What follows belongs to an exercise in optimizing a design on an open flow for small area; a production flow would make more cautious choices.
At most, simulation tests tie the RTL to the original design; equivalence was not proved.
Power is estimated from default activity; no workload was simulated.

==> trial 26 <==
## INTC
module INTC
(
    input   wire            clk,
    input   wire            rst_n,
    output  wire[31:0]      data_out,
    input   wire[62:0]      set_in,
    input   wire[62:0]      en_in,
    input   wire            reset_in,
    output  wire[30:0]      intc_int_en
);
clock: 6.5 ns
lec_check: 0
cap_margin: 20
core_area: 3 3 87 87
die_area: 0 0 90 90
place_density: 0.8
slew_margin: 20
synth_hierarchical: 1
standard.sh (not shown) runs the stock make flow with config.mk's settings and CLKGATE_MAP_FILE= SYNTH_SCRIPT=/design/flow/synth_recipe.tcl, a recipe that flattens the netlist after the stock synthesis.
==> flow/flow/run.sh <==
#!/bin/bash
# Standard layout with smaller port buffers and a lighter clock tree.
set -euo pipefail
export BUFFER_PORTS_ARGS="-buffer_cell sky130_fd_sc_hd__buf_1"
export CTS_ARGS="-sink_clustering_enable -repair_clock_nets -buf_list sky130_fd_sc_hd__clkbuf_4 -dont_use_dummy_load"
bash standard.sh > standard.log 2>&1
==> trial 77: changes against trial 26 <==
--- a/flow/design.v
+++ b/flow/design.v
@@ -21,11 +21,10 @@
     INTC_nor2 u_a3 (.a(a[2]), .b(lat[2]), .y(na[3]));
     INTC_ornb u_a4 (.a(lat[3]), .bn(na[3]), .y(a[4]));
     INTC_nor2 u_a5 (.a(a[4]), .b(lat[4]), .y(na[5]));
     INTC_ornb u_a6 (.a(lat[5]), .bn(na[5]), .y(a[6]));
     INTC_nor2 u_a7 (.a(a[6]), .b(lat[6]), .y(na[7]));
-    INTC_ornb u_a8 (.a(lat[7]), .bn(na[7]), .y(a[8]));
     INTC_nor2 u_a9 (.a(a[8]), .b(lat[8]), .y(na[9]));
     INTC_ornb u_a10 (.a(lat[9]), .bn(na[9]), .y(a[10]));
     INTC_nor2 u_a11 (.a(a[10]), .b(lat[10]), .y(na[11]));
     INTC_ornb u_a12 (.a(lat[11]), .bn(na[11]), .y(a[12]));
     INTC_nor2 u_a13 (.a(a[12]), .b(lat[12]), .y(na[13]));
@@ -36,11 +35,10 @@
     INTC_nor2 u_a19 (.a(a[18]), .b(lat[18]), .y(na[19]));
     INTC_ornb u_a20 (.a(lat[19]), .bn(na[19]), .y(a[20]));
     INTC_nor2 u_a21 (.a(a[20]), .b(lat[20]), .y(na[21]));
     INTC_ornb u_a22 (.a(lat[21]), .bn(na[21]), .y(a[22]));
     INTC_nor2 u_a23 (.a(a[22]), .b(lat[22]), .y(na[23]));
-    INTC_ornb u_a24 (.a(lat[23]), .bn(na[23]), .y(a[24]));
     INTC_nor2 u_a25 (.a(a[24]), .b(lat[24]), .y(na[25]));
     INTC_ornb u_a26 (.a(lat[25]), .bn(na[25]), .y(a[26]));
     INTC_nor2 u_a27 (.a(a[26]), .b(lat[26]), .y(na[27]));
     INTC_ornb u_a28 (.a(lat[27]), .bn(na[27]), .y(a[28]));
     INTC_nor2 u_a29 (.a(a[28]), .b(lat[28]), .y(na[29]));
@@ -51,11 +49,10 @@
     INTC_nor2 u_a35 (.a(a[34]), .b(lat[34]), .y(na[35]));
     INTC_ornb u_a36 (.a(lat[35]), .bn(na[35]), .y(a[36]));
     INTC_nor2 u_a37 (.a(a[36]), .b(lat[36]), .y(na[37]));
     INTC_ornb u_a38 (.a(lat[37]), .bn(na[37]), .y(a[38]));
     INTC_nor2 u_a39 (.a(a[38]), .b(lat[38]), .y(na[39]));
-    INTC_ornb u_a40 (.a(lat[39]), .bn(na[39]), .y(a[40]));
     INTC_nor2 u_a41 (.a(a[40]), .b(lat[40]), .y(na[41]));
     INTC_ornb u_a42 (.a(lat[41]), .bn(na[41]), .y(a[42]));
     INTC_nor2 u_a43 (.a(a[42]), .b(lat[42]), .y(na[43]));
     INTC_ornb u_a44 (.a(lat[43]), .bn(na[43]), .y(a[44]));
     INTC_nor2 u_a45 (.a(a[44]), .b(lat[44]), .y(na[45]));
@@ -66,11 +63,10 @@
     INTC_nor2 u_a51 (.a(a[50]), .b(lat[50]), .y(na[51]));
     INTC_ornb u_a52 (.a(lat[51]), .bn(na[51]), .y(a[52]));
     INTC_nor2 u_a53 (.a(a[52]), .b(lat[52]), .y(na[53]));
     INTC_ornb u_a54 (.a(lat[53]), .bn(na[53]), .y(a[54]));
     INTC_nor2 u_a55 (.a(a[54]), .b(lat[54]), .y(na[55]));
-    INTC_ornb u_a56 (.a(lat[55]), .bn(na[55]), .y(a[56]));
     INTC_nor2 u_a57 (.a(a[56]), .b(lat[56]), .y(na[57]));
     INTC_ornb u_a58 (.a(lat[57]), .bn(na[57]), .y(a[58]));
     INTC_nor2 u_a59 (.a(a[58]), .b(lat[58]), .y(na[59]));
     INTC_ornb u_a60 (.a(lat[59]), .bn(na[59]), .y(a[60]));
     INTC_nor2 u_a61 (.a(a[60]), .b(lat[60]), .y(na[61]));
@@ -81,11 +77,10 @@
     INTC_ornb u_s3 (.a(set_in[2]), .bn(nsp[2]), .y(sp[3]));
     INTC_nor2 u_s4 (.a(sp[3]), .b(set_in[3]), .y(nsp[4]));
     INTC_ornb u_s5 (.a(set_in[4]), .bn(nsp[4]), .y(sp[5]));
     INTC_nor2 u_s6 (.a(sp[5]), .b(set_in[5]), .y(nsp[6]));
     INTC_ornb u_s7 (.a(set_in[6]), .bn(nsp[6]), .y(sp[7]));
-    INTC_nor2 u_s8 (.a(sp[7]), .b(set_in[7]), .y(nsp[8]));
     INTC_ornb u_s9 (.a(set_in[8]), .bn(nsp[8]), .y(sp[9]));
     INTC_nor2 u_s10 (.a(sp[9]), .b(set_in[9]), .y(nsp[10]));
     INTC_ornb u_s11 (.a(set_in[10]), .bn(nsp[10]), .y(sp[11]));
     INTC_nor2 u_s12 (.a(sp[11]), .b(set_in[11]), .y(nsp[12]));
     INTC_ornb u_s13 (.a(set_in[12]), .bn(nsp[12]), .y(sp[13]));
@@ -96,11 +91,10 @@
     INTC_ornb u_s19 (.a(set_in[18]), .bn(nsp[18]), .y(sp[19]));
     INTC_nor2 u_s20 (.a(sp[19]), .b(set_in[19]), .y(nsp[20]));
     INTC_ornb u_s21 (.a(set_in[20]), .bn(nsp[20]), .y(sp[21]));
     INTC_nor2 u_s22 (.a(sp[21]), .b(set_in[21]), .y(nsp[22]));
     INTC_ornb u_s23 (.a(set_in[22]), .bn(nsp[22]), .y(sp[23]));
-    INTC_nor2 u_s24 (.a(sp[23]), .b(set_in[23]), .y(nsp[24]));
     INTC_ornb u_s25 (.a(set_in[24]), .bn(nsp[24]), .y(sp[25]));
     INTC_nor2 u_s26 (.a(sp[25]), .b(set_in[25]), .y(nsp[26]));
     INTC_ornb u_s27 (.a(set_in[26]), .bn(nsp[26]), .y(sp[27]));
     INTC_nor2 u_s28 (.a(sp[27]), .b(set_in[27]), .y(nsp[28]));
     INTC_ornb u_s29 (.a(set_in[28]), .bn(nsp[28]), .y(sp[29]));
@@ -111,11 +105,10 @@
     INTC_ornb u_s35 (.a(set_in[34]), .bn(nsp[34]), .y(sp[35]));
     INTC_nor2 u_s36 (.a(sp[35]), .b(set_in[35]), .y(nsp[36]));
     INTC_ornb u_s37 (.a(set_in[36]), .bn(nsp[36]), .y(sp[37]));
     INTC_nor2 u_s38 (.a(sp[37]), .b(set_in[37]), .y(nsp[38]));
     INTC_ornb u_s39 (.a(set_in[38]), .bn(nsp[38]), .y(sp[39]));
-    INTC_nor2 u_s40 (.a(sp[39]), .b(set_in[39]), .y(nsp[40]));
     INTC_ornb u_s41 (.a(set_in[40]), .bn(nsp[40]), .y(sp[41]));
     INTC_nor2 u_s42 (.a(sp[41]), .b(set_in[41]), .y(nsp[42]));
     INTC_ornb u_s43 (.a(set_in[42]), .bn(nsp[42]), .y(sp[43]));
     INTC_nor2 u_s44 (.a(sp[43]), .b(set_in[43]), .y(nsp[44]));
     INTC_ornb u_s45 (.a(set_in[44]), .bn(nsp[44]), .y(sp[45]));
@@ -126,19 +119,18 @@
     INTC_ornb u_s51 (.a(set_in[50]), .bn(nsp[50]), .y(sp[51]));
     INTC_nor2 u_s52 (.a(sp[51]), .b(set_in[51]), .y(nsp[52]));
     INTC_ornb u_s53 (.a(set_in[52]), .bn(nsp[52]), .y(sp[53]));
     INTC_nor2 u_s54 (.a(sp[53]), .b(set_in[53]), .y(nsp[54]));
     INTC_ornb u_s55 (.a(set_in[54]), .bn(nsp[54]), .y(sp[55]));
-    INTC_nor2 u_s56 (.a(sp[55]), .b(set_in[55]), .y(nsp[56]));
     INTC_ornb u_s57 (.a(set_in[56]), .bn(nsp[56]), .y(sp[57]));
     INTC_nor2 u_s58 (.a(sp[57]), .b(set_in[57]), .y(nsp[58]));
     INTC_ornb u_s59 (.a(set_in[58]), .bn(nsp[58]), .y(sp[59]));
     INTC_nor2 u_s60 (.a(sp[59]), .b(set_in[59]), .y(nsp[60]));
     INTC_ornb u_s61 (.a(set_in[60]), .bn(nsp[60]), .y(sp[61]));
     INTC_nor2 u_s62 (.a(sp[61]), .b(set_in[61]), .y(nsp[62]));
-    INTC_skip_a u_skip_a (.v(lat[47:0]), .a16(a[16]), .a32(a[32]), .a48(a[48]));
-    INTC_skip_s u_skip_s (.v(set_in[47:0]), .nsp16(nsp[16]), .nsp32(nsp[32]), .nsp48(nsp[48]));
+    INTC_skip_a u_skip_a (.v(lat[55:0]), .a8(a[8]), .a16(a[16]), .a24(a[24]), .a32(a[32]), .a40(a[40]), .a48(a[48]), .a56(a[56]));
+    INTC_skip_s u_skip_s (.v(set_in[55:0]), .nsp8(nsp[8]), .nsp16(nsp[16]), .nsp24(nsp[24]), .nsp32(nsp[32]), .nsp40(nsp[40]), .nsp48(nsp[48]), .nsp56(nsp[56]));
     INTC_bit_0 u_b0 (.s(set_in[0]), .e(en_in[0]), .l(lat[0]), .rn(rn), .nxt(nxt[0]));
     INTC_nor2 u_q1 (.a(a[2]), .b(sp[1]), .y(q[1]));
     INTC_bit_o u_b1 (.s(set_in[1]), .e(en_in[1]), .l(lat[1]), .r(reset_in), .na_i(na[1]), .q(q[1]), .nxt(nxt[1]));
     INTC_bit_en u_b2 (.s(set_in[2]), .e(en_in[2]), .l(lat[2]), .rn(rn), .a_i(a[2]), .na_o(na[3]), .nsp_i(nsp[2]), .nxt(nxt[2]));
     INTC_nor2 u_q3 (.a(a[4]), .b(sp[3]), .y(q[3]));
@@ -329,19 +321,27 @@
     assign y = a | ~bn;
 endmodule
 module INTC_or #(parameter W = 2) (input wire[W-1:0] v, output wire y);
     assign y = |v;
 endmodule
-module INTC_skip_a (input wire[47:0] v, output wire a16, output wire a32, output wire a48);
+module INTC_skip_a (input wire[55:0] v, output wire a8, output wire a16, output wire a24, output wire a32, output wire a40, output wire a48, output wire a56);
+    assign a8 = |v[7:0];
     assign a16 = |v[15:0];
+    assign a24 = |v[23:0];
     assign a32 = |v[31:0];
+    assign a40 = |v[39:0];
     assign a48 = |v[47:0];
+    assign a56 = |v[55:0];
 endmodule
-module INTC_skip_s (input wire[47:0] v, output wire nsp16, output wire nsp32, output wire nsp48);
+module INTC_skip_s (input wire[55:0] v, output wire nsp8, output wire nsp16, output wire nsp24, output wire nsp32, output wire nsp40, output wire nsp48, output wire nsp56);
+    assign nsp8 = ~(|v[7:0]);
     assign nsp16 = ~(|v[15:0]);
+    assign nsp24 = ~(|v[23:0]);
     assign nsp32 = ~(|v[31:0]);
+    assign nsp40 = ~(|v[39:0]);
     assign nsp48 = ~(|v[47:0]);
+    assign nsp56 = ~(|v[55:0]);
 endmodule
 module INTC_bit_0 (input wire s, input wire e, input wire l, input wire rn, output wire nxt);
     assign nxt = (l & rn) | (s & e & ~l);
 endmodule
 module INTC_bit_en (input wire s, input wire e, input wire l, input wire rn,
==> flow/flow/run.sh (replaced) <==
#!/bin/bash
# Standard layout, with three changes: after the standard synthesis every
# combinational cell is set to its smallest drive strength (the later repair
# steps size up what timing needs), ports get the smallest buffer, and the
# clock tree uses small buffers without dummy loads.
set -euo pipefail
export BUFFER_PORTS_ARGS="-buffer_cell sky130_fd_sc_hd__buf_1"
export CTS_ARGS="-sink_clustering_enable -repair_clock_nets -buf_list sky130_fd_sc_hd__clkbuf_4 -dont_use_dummy_load"
R=orfs/results/$FLOW_PLATFORM/INTC/base
bash standard.sh synth > synth.log 2>&1
IN_ODB=$R/1_synth.odb OUT_ODB=$R/1_synth.odb openroad -no_init -exit flow/downsize.tcl > downsize.log 2>&1
touch $R/1_synth.sdc
bash standard.sh > standard.log 2>&1
==> flow/flow/downsize.tcl (new file) <==
# Replace every combinational cell by the smallest-area cell of the same
# function family (same base name, other drive strength). Timing repair in
# the later steps sizes up what the timing needs.
read_db $::env(IN_ODB)
set areas {}
foreach lib [[ord::get_db] getLibs] {
  foreach mm [$lib getMasters] {
    dict set areas [$mm getName] [expr {[$mm getWidth] * [$mm getHeight] / 1.0e6}]
  }
}
set block [ord::get_db_block]
set n 0
set saved 0.0
foreach inst [$block getInsts] {
  set m [[$inst getMaster] getName]
  if {![regexp {^(sky130_fd_sc_hd__)([a-z0-9]+)_([0-9]+)$} $m -> pre base drv]} { continue }
  if {[regexp {^(df|sdf|edf|dl|sed|conb|buf|clk|tap|fill|decap|diode|lpflow|probe)} $base]} { continue }
  set best $m
  set besta [dict get $areas $m]
  foreach d {0 1 2 4} {
    set c "${pre}${base}_$d"
    if {[dict exists $areas $c] && [dict get $areas $c] < $besta - 1e-6} {
      set dm [[ord::get_db] findMaster $c]
      if {$dm != "NULL"} { set best $c; set besta [dict get $areas $c] }
    }
  }
  if {$best != $m} {
    set saved [expr {$saved + [dict get $areas $m] - $besta}]
    $inst swapMaster [[ord::get_db] findMaster $best]
    incr n
  }
}
puts "downsize: $n cells resized, [format %.1f $saved] um2 saved"
write_db $::env(OUT_ODB)
==> build 11: changes against trial 26 <==
--- a/flow/design.v
+++ b/flow/design.v
@@ -51,11 +51,10 @@
     INTC_nor2 u_a35 (.a(a[34]), .b(lat[34]), .y(na[35]));
     INTC_ornb u_a36 (.a(lat[35]), .bn(na[35]), .y(a[36]));
     INTC_nor2 u_a37 (.a(a[36]), .b(lat[36]), .y(na[37]));
     INTC_ornb u_a38 (.a(lat[37]), .bn(na[37]), .y(a[38]));
     INTC_nor2 u_a39 (.a(a[38]), .b(lat[38]), .y(na[39]));
-    INTC_ornb u_a40 (.a(lat[39]), .bn(na[39]), .y(a[40]));
     INTC_nor2 u_a41 (.a(a[40]), .b(lat[40]), .y(na[41]));
     INTC_ornb u_a42 (.a(lat[41]), .bn(na[41]), .y(a[42]));
     INTC_nor2 u_a43 (.a(a[42]), .b(lat[42]), .y(na[43]));
     INTC_ornb u_a44 (.a(lat[43]), .bn(na[43]), .y(a[44]));
     INTC_nor2 u_a45 (.a(a[44]), .b(lat[44]), .y(na[45]));
@@ -66,11 +65,10 @@
     INTC_nor2 u_a51 (.a(a[50]), .b(lat[50]), .y(na[51]));
     INTC_ornb u_a52 (.a(lat[51]), .bn(na[51]), .y(a[52]));
     INTC_nor2 u_a53 (.a(a[52]), .b(lat[52]), .y(na[53]));
     INTC_ornb u_a54 (.a(lat[53]), .bn(na[53]), .y(a[54]));
     INTC_nor2 u_a55 (.a(a[54]), .b(lat[54]), .y(na[55]));
-    INTC_ornb u_a56 (.a(lat[55]), .bn(na[55]), .y(a[56]));
     INTC_nor2 u_a57 (.a(a[56]), .b(lat[56]), .y(na[57]));
     INTC_ornb u_a58 (.a(lat[57]), .bn(na[57]), .y(a[58]));
     INTC_nor2 u_a59 (.a(a[58]), .b(lat[58]), .y(na[59]));
     INTC_ornb u_a60 (.a(lat[59]), .bn(na[59]), .y(a[60]));
     INTC_nor2 u_a61 (.a(a[60]), .b(lat[60]), .y(na[61]));
@@ -111,11 +109,10 @@
     INTC_ornb u_s35 (.a(set_in[34]), .bn(nsp[34]), .y(sp[35]));
     INTC_nor2 u_s36 (.a(sp[35]), .b(set_in[35]), .y(nsp[36]));
     INTC_ornb u_s37 (.a(set_in[36]), .bn(nsp[36]), .y(sp[37]));
     INTC_nor2 u_s38 (.a(sp[37]), .b(set_in[37]), .y(nsp[38]));
     INTC_ornb u_s39 (.a(set_in[38]), .bn(nsp[38]), .y(sp[39]));
-    INTC_nor2 u_s40 (.a(sp[39]), .b(set_in[39]), .y(nsp[40]));
     INTC_ornb u_s41 (.a(set_in[40]), .bn(nsp[40]), .y(sp[41]));
     INTC_nor2 u_s42 (.a(sp[41]), .b(set_in[41]), .y(nsp[42]));
     INTC_ornb u_s43 (.a(set_in[42]), .bn(nsp[42]), .y(sp[43]));
     INTC_nor2 u_s44 (.a(sp[43]), .b(set_in[43]), .y(nsp[44]));
     INTC_ornb u_s45 (.a(set_in[44]), .bn(nsp[44]), .y(sp[45]));
@@ -126,19 +123,18 @@
     INTC_ornb u_s51 (.a(set_in[50]), .bn(nsp[50]), .y(sp[51]));
     INTC_nor2 u_s52 (.a(sp[51]), .b(set_in[51]), .y(nsp[52]));
     INTC_ornb u_s53 (.a(set_in[52]), .bn(nsp[52]), .y(sp[53]));
     INTC_nor2 u_s54 (.a(sp[53]), .b(set_in[53]), .y(nsp[54]));
     INTC_ornb u_s55 (.a(set_in[54]), .bn(nsp[54]), .y(sp[55]));
-    INTC_nor2 u_s56 (.a(sp[55]), .b(set_in[55]), .y(nsp[56]));
     INTC_ornb u_s57 (.a(set_in[56]), .bn(nsp[56]), .y(sp[57]));
     INTC_nor2 u_s58 (.a(sp[57]), .b(set_in[57]), .y(nsp[58]));
     INTC_ornb u_s59 (.a(set_in[58]), .bn(nsp[58]), .y(sp[59]));
     INTC_nor2 u_s60 (.a(sp[59]), .b(set_in[59]), .y(nsp[60]));
     INTC_ornb u_s61 (.a(set_in[60]), .bn(nsp[60]), .y(sp[61]));
     INTC_nor2 u_s62 (.a(sp[61]), .b(set_in[61]), .y(nsp[62]));
-    INTC_skip_a u_skip_a (.v(lat[47:0]), .a16(a[16]), .a32(a[32]), .a48(a[48]));
-    INTC_skip_s u_skip_s (.v(set_in[47:0]), .nsp16(nsp[16]), .nsp32(nsp[32]), .nsp48(nsp[48]));
+    INTC_skip_a u_skip_a (.v(lat[55:0]), .a16(a[16]), .a32(a[32]), .a40(a[40]), .a48(a[48]), .a56(a[56]));
+    INTC_skip_s u_skip_s (.v(set_in[55:0]), .nsp16(nsp[16]), .nsp32(nsp[32]), .nsp40(nsp[40]), .nsp48(nsp[48]), .nsp56(nsp[56]));
     INTC_bit_0 u_b0 (.s(set_in[0]), .e(en_in[0]), .l(lat[0]), .rn(rn), .nxt(nxt[0]));
     INTC_nor2 u_q1 (.a(a[2]), .b(sp[1]), .y(q[1]));
     INTC_bit_o u_b1 (.s(set_in[1]), .e(en_in[1]), .l(lat[1]), .r(reset_in), .na_i(na[1]), .q(q[1]), .nxt(nxt[1]));
     INTC_bit_en u_b2 (.s(set_in[2]), .e(en_in[2]), .l(lat[2]), .rn(rn), .a_i(a[2]), .na_o(na[3]), .nsp_i(nsp[2]), .nxt(nxt[2]));
     INTC_nor2 u_q3 (.a(a[4]), .b(sp[3]), .y(q[3]));
@@ -329,19 +325,23 @@
     assign y = a | ~bn;
 endmodule
 module INTC_or #(parameter W = 2) (input wire[W-1:0] v, output wire y);
     assign y = |v;
 endmodule
-module INTC_skip_a (input wire[47:0] v, output wire a16, output wire a32, output wire a48);
+module INTC_skip_a (input wire[55:0] v, output wire a16, output wire a32, output wire a40, output wire a48, output wire a56);
     assign a16 = |v[15:0];
     assign a32 = |v[31:0];
+    assign a40 = |v[39:0];
     assign a48 = |v[47:0];
+    assign a56 = |v[55:0];
 endmodule
-module INTC_skip_s (input wire[47:0] v, output wire nsp16, output wire nsp32, output wire nsp48);
+module INTC_skip_s (input wire[55:0] v, output wire nsp16, output wire nsp32, output wire nsp40, output wire nsp48, output wire nsp56);
     assign nsp16 = ~(|v[15:0]);
     assign nsp32 = ~(|v[31:0]);
+    assign nsp40 = ~(|v[39:0]);
     assign nsp48 = ~(|v[47:0]);
+    assign nsp56 = ~(|v[55:0]);
 endmodule
 module INTC_bit_0 (input wire s, input wire e, input wire l, input wire rn, output wire nxt);
     assign nxt = (l & rn) | (s & e & ~l);
 endmodule
 module INTC_bit_en (input wire s, input wire e, input wire l, input wire rn,
==> notes <==
- The lowest cell area belongs to trial 77, the highest to build 11.
- The lowest synthesized area belongs to trial 26, the highest to build 11.
- Synthesized cell count: trial 26 < build 11 < trial 77.
- Between trial 77 and build 11, the lower combinational power is in trial 77 (gap about 3%, measured against build 11).
- In clock power, trial 26 and build 11 hardly differ.
- Worst hold slack: trial 77 > build 11 > trial 26.
- The lowest sequential share of layout area belongs to build 11, the highest to trial 77.
- Power, lowest first: trial 77, build 11, trial 26.
- Register-to-register slack, highest first: trial 77, build 11, trial 26.
For trial 77 and build 11, only the layout was checked, not whether the RTL still works.

static timing again, ports no longer ideal:
In the flow no input, the clock included, has a driving cell. The finished layouts below were timed again as built, in two steps. Step 1: set_driving_cell puts a clkbuf_16 on clk and a buf_2 on each other input, an assumption about the parent block. Step 2 moves the port delays by t, midway between the first and last clock arrival at a register: inputs arrive t later, outputs are due t later. That takes back most of the time a late clock gives input paths. a / b / c = ideal / step 1 / step 2; a / b = the first two.
run | t (ns) | setup slack, ns | hold WS [ns] | worst setup path at the end | cell pins on the clock port's net
trial 26 | 0.430 | 0.321 / 0.293 / 0.429 | 0.488 / 0.488 / 0.488 | input to output | 1
trial 77 | 0.421 | 0.724 / 0.692 / 1.114 | 0.495 / 0.495 / 0.495 | register to output | 1
build 11 | 0.441 | 1.060 / 1.028 / 1.348 | 0.492 / 0.492 / 0.492 | input to output | 1
After both steps setup and hold are still met in every run listed.
